Source: an optimization exercise on an open RTL-to-GDS flow (aim: small area and a short achievable clock period). Production flows keep margins and buffers that such runs may drop. Only simulation tests tie the RTL to the original design; equivalence was not proved.

==> inputs of exp/quartz <==
==> flow/design.v (excerpt) <==
module fp_mult_top (
     clk, rst, rnd, a, b, z, status
);
    input logic [31:0] a, b;
    input logic [2:0] rnd;
    output logic [31:0] z;
    output logic [7:0] status;
    input logic clk, rst;
    logic [25:1] x3_a;
    logic [7:0] s1_a, s2_a, s3_a, s4_a;
    logic [6:0] ng_a;
    logic [9:0] e0_a;
    logic cz_a, cnan_a, cinf_a, sticky_a;
    fp_mult_prep prep (
        .a(a), .b(b), .x3(x3_a), .s1(s1_a), .s2(s2_a), .s3(s3_a), .s4(s4_a),
        .ng(ng_a), .e0(e0_a), .cz(cz_a), .cnan(cnan_a), .cinf(cinf_a),
        .sticky(sticky_a)
    );
    logic [22:0] x1;
    logic [25:1] x31;
    logic [7:0] s11, s21, s31, s41;
    logic [6:0] ng1, ns1;    
    logic [9:0] e01;
    logic [2:0] rnd1;
    logic sticky1, sg1, cz1, cnan1, cinf1;
    always_ff @(posedge clk) begin
        x1 <= a[22:0];
        x31 <= x3_a;
        s11 <= s1_a; s21 <= s2_a; s31 <= s3_a; s41 <= s4_a;
        ng1 <= ng_a;
        ns1 <= ~ng_a;
        e01 <= e0_a;
        rnd1 <= rnd;
        sticky1 <= sticky_a;
    end
    always_ff @(posedge clk) begin
        if (rst) begin
            sg1 <= 1'b0; cz1 <= 1'b1; cnan1 <= 1'b0; cinf1 <= 1'b0;
        end else begin
            sg1 <= a[31] ^ b[31]; cz1 <= cz_a; cnan1 <= cnan_a; cinf1 <= cinf_a;
        end
    end
    logic [47:22] p_b;
    logic [2:0] ovf_b, unf_b;
    logic rne_b, incg_b, incn_b, ovinf_b, unmin_b;
    fp_mult_tree tree (
        .x(x1), .x3(x31), .s1(s11), .s2(s21), .s3(s31), .s4(s41), .ng(ng1), .ns(ns1),
        .p(p_b)
    );
    fp_mult_flags flags (
        .e0(e01), .rnd(rnd1), .s(sg1), .sticky(sticky1),
        .ovf(ovf_b), .unf(unf_b), .rne(rne_b), .incg(incg_b), .incn(incn_b),
        .ovinf(ovinf_b), .unmin(unmin_b)
    );
    logic [47:22] p2;
    logic hn2;               
    logic [7:0] e02;
    logic [2:0] ovf2, unf2;
    logic rne2, incg2, incn2, ovinf2, unmin2, sticky2;
    logic sg2, nn2, cz2, cnan2, cinf2;
    always_ff @(posedge clk) begin
        p2 <= p_b;
        hn2 <= ~p_b[47];
        e02 <= e01[7:0];
        ovf2 <= ovf_b; unf2 <= unf_b;
        rne2 <= rne_b; incg2 <= incg_b; incn2 <= incn_b;
        ovinf2 <= ovinf_b; unmin2 <= unmin_b;
        sticky2 <= sticky1;
    end
    always_ff @(posedge clk) begin
        if (rst) begin
  ...
==> flow/config.mk <==
export PLATFORM = sky130hd
export DESIGN_NAME = fp_mult_top
export DESIGN_NICKNAME = fp_mult_top
export VERILOG_FILES = /design/flow/design.v
export SDC_FILE = /design/flow/constraint.sdc
export NUM_CORES = 4
export LEC_CHECK = 0
export CAP_MARGIN = 20
export CORE_MARGIN = 2
export CORE_UTILIZATION = 60
export CTS_BUF_LIST = sky130_fd_sc_hd__clkbuf_4 sky130_fd_sc_hd__clkbuf_8
export SLEW_MARGIN = 20
export TNS_END_PERCENT = 0
==> flow/constraint.sdc <==
create_clock -name core_clock -period 11.0 [get_ports {clk}]
set_input_delay 2.2000 -clock core_clock [delete_from_list [all_inputs] [get_ports {clk}]]
set_output_delay 2.2000 -clock core_clock [all_outputs]
set_load 0.01 [all_outputs]
standard.sh (not shown) runs the stock make flow with config.mk's settings and CLKGATE_MAP_FILE= SYNTH_SCRIPT=/design/flow/synth_recipe.tcl, a recipe that flattens the netlist after the stock synthesis.
==> flow/flow/run.sh <==
#!/bin/bash
# The standard layout (standard.sh) with these make settings:
#  - port buffers are sky130_fd_sc_hd__buf_1 cells
#  - SYNTH_ARGS=-noabc: Yosys synth skips its early generic ABC pass (the
#    registers and their names come out as in the standard synthesis)
#  - DONT_USE_CELLS: the platform's list, plus the slow stacked OR3/OR4/AND4
#    cells, so that mapping builds wide ORs/ANDs from NAND/NOR gates
#  - SKIP_CTS_REPAIR_TIMING=1: timing repair runs once, after global routing
set -euo pipefail
DU="sky130_fd_sc_hd__probe_p_8 sky130_fd_sc_hd__probec_p_8 sky130_fd_sc_hd__lpflow_bleeder_1 sky130_fd_sc_hd__lpflow_clkbufkapwr_1 sky130_fd_sc_hd__lpflow_clkbufkapwr_16 sky130_fd_sc_hd__lpflow_clkbufkapwr_2 sky130_fd_sc_hd__lpflow_clkbufkapwr_4 sky130_fd_sc_hd__lpflow_clkbufkapwr_8 sky130_fd_sc_hd__lpflow_clkinvkapwr_1 sky130_fd_sc_hd__lpflow_clkinvkapwr_16 sky130_fd_sc_hd__lpflow_clkinvkapwr_2 sky130_fd_sc_hd__lpflow_clkinvkapwr_4 sky130_fd_sc_hd__lpflow_clkinvkapwr_8 sky130_fd_sc_hd__lpflow_decapkapwr_12 sky130_fd_sc_hd__lpflow_decapkapwr_3 sky130_fd_sc_hd__lpflow_decapkapwr_4 sky130_fd_sc_hd__lpflow_decapkapwr_6 sky130_fd_sc_hd__lpflow_decapkapwr_8 sky130_fd_sc_hd__lpflow_inputiso0n_1 sky130_fd_sc_hd__lpflow_inputiso0p_1 sky130_fd_sc_hd__lpflow_inputiso1n_1 sky130_fd_sc_hd__lpflow_inputiso1p_1 sky130_fd_sc_hd__lpflow_inputisolatch_1 sky130_fd_sc_hd__lpflow_isobufsrc_1 sky130_fd_sc_hd__lpflow_isobufsrc_16 sky130_fd_sc_hd__lpflow_isobufsrc_2 sky130_fd_sc_hd__lpflow_isobufsrc_4 sky130_fd_sc_hd__lpflow_isobufsrc_8 sky130_fd_sc_hd__lpflow_isobufsrckapwr_16 sky130_fd_sc_hd__lpflow_lsbuf_lh_hl_isowell_tap_1 sky130_fd_sc_hd__lpflow_lsbuf_lh_hl_isowell_tap_2 sky130_fd_sc_hd__lpflow_lsbuf_lh_hl_isowell_tap_4 sky130_fd_sc_hd__lpflow_lsbuf_lh_isowell_4 sky130_fd_sc_hd__lpflow_lsbuf_lh_isowell_tap_1 sky130_fd_sc_hd__lpflow_lsbuf_lh_isowell_tap_2 sky130_fd_sc_hd__lpflow_lsbuf_lh_isowell_tap_4"
DU="$DU sky130_fd_sc_hd__or4_1 sky130_fd_sc_hd__or4_2 sky130_fd_sc_hd__or4_4"
DU="$DU sky130_fd_sc_hd__or4b_1 sky130_fd_sc_hd__or4b_2 sky130_fd_sc_hd__or4b_4"
DU="$DU sky130_fd_sc_hd__or4bb_1 sky130_fd_sc_hd__or4bb_2 sky130_fd_sc_hd__or4bb_4"
DU="$DU sky130_fd_sc_hd__or3_1 sky130_fd_sc_hd__or3_2 sky130_fd_sc_hd__or3_4"
DU="$DU sky130_fd_sc_hd__or3b_1 sky130_fd_sc_hd__or3b_2 sky130_fd_sc_hd__or3b_4"
DU="$DU sky130_fd_sc_hd__and4_1 sky130_fd_sc_hd__and4_2 sky130_fd_sc_hd__and4_4"
bash standard.sh SETUP_SLACK_MARGIN=5.5 "BUFFER_PORTS_ARGS=-buffer_cell sky130_fd_sc_hd__buf_1" \
    "SYNTH_ARGS=-noabc" "DONT_USE_CELLS=$DU" SKIP_CTS_REPAIR_TIMING=1 finish > standard_make.log 2>&1
==> inputs of exp/indigo, as changes to exp/quartz <==
--- a/flow/flow/run.sh
+++ b/flow/flow/run.sh
@@ -15,4 +15,4 @@
 DU="$DU sky130_fd_sc_hd__or3b_1 sky130_fd_sc_hd__or3b_2 sky130_fd_sc_hd__or3b_4"
 DU="$DU sky130_fd_sc_hd__and4_1 sky130_fd_sc_hd__and4_2 sky130_fd_sc_hd__and4_4"
-bash standard.sh SETUP_SLACK_MARGIN=5.5 "BUFFER_PORTS_ARGS=-buffer_cell sky130_fd_sc_hd__buf_1" \
+bash standard.sh SETUP_SLACK_MARGIN=6.25 "BUFFER_PORTS_ARGS=-buffer_cell sky130_fd_sc_hd__buf_1" \
     "SYNTH_ARGS=-noabc" "DONT_USE_CELLS=$DU" SKIP_CTS_REPAIR_TIMING=1 finish > standard_make.log 2>&1
==> qor summary <==
quantity	exp/quartz	exp/indigo
Hold worst-path end	e02[3]	e02[7]
Net total in the final layout	2414	2435
Latest clock arrival within the worst-skew pair	0.50 ns	0.52 ns
Total routing usage reported by global routing	0.358	0.364
M1 WL	24700 microns	24500 microns
Final estimated routing congestion in global placement	0.971	0.975
Area used by sequential logic in the layout	3360 sq um	3400 sq um
Final cycle utilization of the critical path	0.500	0.472
Top metal layer carrying routed signals	met4	met5
Status	finished clean	finished clean
Met2 demand-to-capacity share in global routing	0.529	0.555
Reg clk slew, reported paths	0.09 ns	0.11 ns
Worst setup timing slack at the placement stage	5.05 ns	5.25 ns
Required time of the critical path	8.80 ns	11.43 ns
Clk tree area frac	0.0189	0.0186
Combined area of the multi-input logic cells	14800 sq um	15300 sq um
Maximum achievable frequency	182 MHz	193 MHz
Half-perimeter wire length after placement	43500 microns	42600 microns
Top fanout value on the critical path	10	8
Iteration-0 DRC Markers	2152	2105

re-timing with driven ports:
In the flow no input, the clock included, has a driving cell. The finished layouts below were timed again as built, in two steps. Step 1 assumes that a clkbuf_16 drives the clock port and a buf_2 every other input. Step 2, shift: input delay + t, output delay - t, t = (earliest + latest rising clock arrival at the registers) / 2. This alone moves slack from input paths to output paths. Three values: no drivers, after step 1, after step 2; two values: the first two.
run	t, ns	setup slack, ns	worst register clock-pin slew, ns
exp/quartz	0.542	5.498 / 5.444 / 5.508	0.10 / 0.10
exp/indigo	0.554	5.807 / 5.807 / 5.807	0.11 / 0.11
After both steps setup and hold are still met in every run listed.
